Context: an optimization exercise on an open-source flow, tuned for small area, a short achievable clock period and few clock cycles per item. The choices shown serve that exercise and are no tape-out recipe.
RTL that was checked went through simulation tests only; none was proved equivalent to the original.
Power and IR drop assume default switching activity.

==> inputs of run E <==
Design SET, start of the top module:
module SET (rst,clk,en,central,radius,mode,busy,valid,candidate);
    input   rst;
    input   clk;
    input   en;
    input   [23:0]central;
    input   [11:0]radius;
    input   [1:0]mode;
    output    busy;
    output    valid;
    output   [7:0]candidate;
    reg  [2:0] ph;
    reg        first;      
    reg        valid_r;
    reg [15:0] hit;        
    reg  [5:0] acc;        
    always @(posedge clk or posedge rst) begin
        if (rst) begin
            ph      <= 3'd0;
            valid_r <= 1'b0;
        end else begin
            if (en)
                ph <= 3'd1;
            else if (ph == 3'd4)
                ph <= 3'd0;
            else if (ph != 3'd0)
                ph <= ph + 3'd1;
            valid_r <= (ph == 3'd3);
        end
    end
    assign busy  = (ph != 3'd0);
    assign valid = valid_r;
    wire [11:0] pa = {central[23:16], radius[11:8]};
    wire [11:0] pb = (mode == 2'd0) ? pa : {central[15:8], radius[7:4]};
    wire [11:0] pc = (mode == 2'd3) ? {central[7:0], radius[3:0]} :
                     (mode == 2'd2) ? {4'd4, 4'd4, 4'd15} : {4'd15, 4'd15, 4'd0};
    function [79:0] prof;
        input [3:0] r;
        begin
            case (r)
                4'd0: prof = 80'h84210842108421084200;
                4'd1: prof = 80'h84210842108421084001;
                4'd2: prof = 80'h84210842108421080022;
                4'd3: prof = 80'h84210842108421000843;
                4'd4: prof = 80'h84210842108420010c64;
                4'd5: prof = 80'h84210842108400321085;
                4'd6: prof = 80'h842108421080064294a6;
                4'd7: prof = 80'h842108421000c85318c7;
                4'd8: prof = 80'h8421084200194c639ce8;
                4'd9: prof = 80'h8421084004298e842109;
                4'd10: prof = 80'h84210800863a1094a52a;
                4'd11: prof = 80'h84210010c74252a5294b;
                4'd12: prof = 80'h84200218e84a94b5ad6c;
                4'd13: prof = 80'h840053212a52d8c6318d;
                4'd14: prof = 80'h800a74254b631ad6b5ae;
  ...
clock: 8.0 ns
lec_check: 0
cap_margin: 20
core_margin: 2
core_utilization: 40
setup_slack_margin: 1
slew_margin: 20
standard.sh (not shown) runs the stock make flow with config.mk's settings and CLKGATE_MAP_FILE= SYNTH_SCRIPT=/design/flow/synth_recipe.tcl, a recipe that flattens the netlist after the stock synthesis.
==> flow/flow/run.sh <==
#!/bin/bash
# The standard layout, with the port buffers made of plain buffers
# (sky130_fd_sc_hd__buf_4) instead of the default cell.
set -euo pipefail
export BUFFER_PORTS_ARGS="-buffer_cell sky130_fd_sc_hd__buf_4"
bash standard.sh > standard.log 2>&1
==> inputs of run C, as changes to run E <==
--- a/flow/design.v
+++ b/flow/design.v
@@ -26,17 +26,19 @@
                 ph <= ph + 3'd1;
             valid_r <= (ph == 3'd3);
         end
     end
     assign busy  = (ph != 3'd0);
     assign valid = valid_r;
     wire [11:0] pa = {central[23:16], radius[11:8]};
-    wire [11:0] pb = (mode == 2'd0) ? pa : {central[15:8], radius[7:4]};
-    wire [11:0] pc = (mode == 2'd3) ? {central[7:0], radius[3:0]} :
-                     (mode == 2'd2) ? {4'd4, 4'd4, 4'd15} : {4'd15, 4'd15, 4'd0};
+    wire [11:0] pb = {central[15:8], radius[7:4]};
+    wire [11:0] pc = {central[7:0], radius[3:0]};
+    wire        m0 = (mode == 2'd0);
+    wire        m2 = (mode == 2'd2);
+    wire        m3 = (mode == 2'd3);
     function [79:0] prof;
         input [3:0] r;
         begin
             case (r)
                 4'd0: prof = 80'h84210842108421084200;
                 4'd1: prof = 80'h84210842108421084001;
                 4'd2: prof = 80'h84210842108421080022;
@@ -335,16 +337,18 @@
         end
     endfunction
     wire [79:0] pra = prof(pa[3:0]);
     wire [79:0] prb = prof(pb[3:0]);
     wire [79:0] prc = prof(pc[3:0]);
     wire [3:0]  y1  = {ph[1:0], 1'b1};
     wire [3:0]  y2  = {ph[1:0], 1'b0} + 4'd2;
-    wire [7:0]  a1 = rowmask(pa, pra, y1), b1 = rowmask(pb, prb, y1), c1 = rowmask(pc, prc, y1);
-    wire [7:0]  a2 = rowmask(pa, pra, y2), b2 = rowmask(pb, prb, y2), c2 = rowmask(pc, prc, y2);
+    wire [7:0]  a1 = rowmask(pa, pra, y1), bb1 = rowmask(pb, prb, y1), cc1 = rowmask(pc, prc, y1);
+    wire [7:0]  a2 = rowmask(pa, pra, y2), bb2 = rowmask(pb, prb, y2), cc2 = rowmask(pc, prc, y2);
+    wire [7:0]  b1 = m0 ? a1 : bb1, b2 = m0 ? a2 : bb2;
+    wire [7:0]  c1 = m3 ? cc1 : {8{m2}}, c2 = m3 ? cc2 : {8{m2}};
     wire [15:0] two = {(a2 & b2 & ~c2) | (a2 & ~b2 & c2) | (~a2 & b2 & c2),
                        (a1 & b1 & ~c1) | (a1 & ~b1 & c1) | (~a1 & b1 & c1)};
     always @(posedge clk) begin
         hit   <= two;
         first <= (ph == 3'd0);
     end
     reg [4:0] n;
==> flow/flow/run.sh (replaced) <==
#!/bin/bash
# The standard layout, with the port buffers made of plain buffers
# (sky130_fd_sc_hd__buf_2) instead of the default cell.
set -euo pipefail
export BUFFER_PORTS_ARGS="-buffer_cell sky130_fd_sc_hd__buf_2"
bash standard.sh > standard.log 2>&1
==> inputs of run X, as changes to run E <==
--- a/flow/design.v
+++ b/flow/design.v
@@ -26,17 +26,19 @@
                 ph <= ph + 3'd1;
             valid_r <= (ph == 3'd3);
         end
     end
     assign busy  = (ph != 3'd0);
     assign valid = valid_r;
     wire [11:0] pa = {central[23:16], radius[11:8]};
-    wire [11:0] pb = (mode == 2'd0) ? pa : {central[15:8], radius[7:4]};
-    wire [11:0] pc = (mode == 2'd3) ? {central[7:0], radius[3:0]} :
-                     (mode == 2'd2) ? {4'd4, 4'd4, 4'd15} : {4'd15, 4'd15, 4'd0};
+    wire [11:0] pb = {central[15:8], radius[7:4]};
+    wire [11:0] pc = {central[7:0], radius[3:0]};
+    wire        m0 = (mode == 2'd0);
+    wire        m2 = (mode == 2'd2);
+    wire        m3 = (mode == 2'd3);
     function [79:0] prof;
         input [3:0] r;
         begin
             case (r)
                 4'd0: prof = 80'h84210842108421084200;
                 4'd1: prof = 80'h84210842108421084001;
                 4'd2: prof = 80'h84210842108421080022;
@@ -335,16 +337,18 @@
         end
     endfunction
     wire [79:0] pra = prof(pa[3:0]);
     wire [79:0] prb = prof(pb[3:0]);
     wire [79:0] prc = prof(pc[3:0]);
     wire [3:0]  y1  = {ph[1:0], 1'b1};
     wire [3:0]  y2  = {ph[1:0], 1'b0} + 4'd2;
-    wire [7:0]  a1 = rowmask(pa, pra, y1), b1 = rowmask(pb, prb, y1), c1 = rowmask(pc, prc, y1);
-    wire [7:0]  a2 = rowmask(pa, pra, y2), b2 = rowmask(pb, prb, y2), c2 = rowmask(pc, prc, y2);
+    wire [7:0]  a1 = rowmask(pa, pra, y1), bb1 = rowmask(pb, prb, y1), cc1 = rowmask(pc, prc, y1);
+    wire [7:0]  a2 = rowmask(pa, pra, y2), bb2 = rowmask(pb, prb, y2), cc2 = rowmask(pc, prc, y2);
+    wire [7:0]  b1 = m0 ? a1 : bb1, b2 = m0 ? a2 : bb2;
+    wire [7:0]  c1 = m3 ? cc1 : {8{m2}}, c2 = m3 ? cc2 : {8{m2}};
     wire [15:0] two = {(a2 & b2 & ~c2) | (a2 & ~b2 & c2) | (~a2 & b2 & c2),
                        (a1 & b1 & ~c1) | (a1 & ~b1 & c1) | (~a1 & b1 & c1)};
     always @(posedge clk) begin
         hit   <= two;
         first <= (ph == 3'd0);
     end
     reg [4:0] n;
==> flow/flow/run.sh (replaced) <==
#!/bin/bash
# The standard layout, with the port buffers made of plain buffers
# (sky130_fd_sc_hd__buf_2) instead of the default cell.
set -euo pipefail
export BUFFER_PORTS_ARGS="-buffer_cell sky130_fd_sc_hd__buf_2"
bash standard.sh > standard.log 2>&1
Settings changed: SETUP_SLACK_MARGIN 1 to 2.5.
==> summary.md <==
| Metric | Value |
|---|---|
| Largest net degree at the start of global routing | `54` |
| Pleak | `6.07 nW` |
| Internal cell power | `2.78 mW` |
| Clock share of power | `2.2%` |
| Final period util | `71.8%` |
| Max IR drop VDD | `0.000302 V` |
| WL met1 | `17.8 mm` |
| Final worst slack | `2260 ps` |
| First-pass GRT wire length | `65.4 mm` |
| Die W | `176 µm` |
| Status | `finished clean` |
| Seq/Total Area, Yosys | `4.75%` |
| Vias | `14100` |
| R2r endpoint | `hit[8]$_DFF_P_` |
| DIE HEIGHT | `176 µm` |
| Global Route met2 Usage | `42.1%` |
| Syn_nets | `1860` |
| Simple-Gate Fraction of Synth Area | `23.6%` |
| Synth top cells by count | `nand2_1 (174), nor2_1 (166), a21oi_1 (150)` |
| Critical path fanouts, max | `2` |
-- figures above: run X

==> summary.md <==
| Metric | Value |
|---|---|
| Pleak | `4.84 nW` |
| Largest net degree at the start of global routing | `51` |
| Global Route met2 Usage | `37.3%` |
| Clock share of power | `3.0%` |
| Simple-Gate Fraction of Synth Area | `23.6%` |
| Status | `finished clean` |
| R2r endpoint | `hit[8]$_DFF_P_` |
| Vias | `12800` |
| First-pass GRT wire length | `60.7 mm` |
| Seq/Total Area, Yosys | `4.75%` |
-- figures above: run C

==> summary.md <==
| Metric | Value |
|---|---|
| First-pass GRT wire length | `61.2 mm` |
| Seq/Total Area, Yosys | `4.99%` |
| Global Route met2 Usage | `40.2%` |
| Vias | `12500` |
| Status | `finished clean` |
| DIE HEIGHT | `172 µm` |
| Syn_nets | `1817` |
| Max IR drop VDD | `0.000198 V` |
| Largest net degree at the start of global routing | `59` |
| Critical path fanouts, max | `28` |
| Clock share of power | `2.8%` |
| WL met1 | `17.2 mm` |
| Internal cell power | `1.92 mW` |
| Final worst slack | `1330 ps` |
| Pleak | `4.94 nW` |
| R2r endpoint | `hit[15]$_DFF_P_` |
-- figures above: run E

Testbench counts of run C, summed over its fixed seeds: cycles 1,280, items 256.
Testbench counts of run X, summed over its fixed seeds: cycles 1,280, items 256.
For run E, only the layout was checked, not whether the RTL still works.

port drivers added, routing unchanged:
The results above use ideal ports. As a check the final layouts listed here were re-extracted and re-timed, cells and wires unchanged. Step 1 (the two cells are an assumption about what drives the block):
set clk [get_ports {clk}]
set_driving_cell -lib_cell sky130_fd_sc_hd__clkbuf_16 $clk
set_driving_cell -lib_cell sky130_fd_sc_hd__buf_2 [delete_from_list [all_inputs] $clk]
Step 2 adds t to the input delays and takes it off the output delays; t is the mean of the earliest and latest rising clock arrival at the registers after step 1. Input paths then give back, and output paths get back, about the clock's delay inside the block. a / b / c = ideal / step 1 / step 2; a / b = the first two.
| run | t, ns | slack for setup (ns) | worst setup path at the end |
|---|---|---|---|
| run E | 0.308 | 1.328 / 1.346 / 1.038 | input to register |
| run C | 0.317 | 1.408 / 1.403 / 1.086 | input to register |
| run X | 0.312 | 2.258 / 2.172 / 1.860 | input to register |
After both steps every run listed still meets setup and hold. The setup slack of run X, which loses most, moves by -0.086 ns with the drivers and by -0.398 ns with both steps.
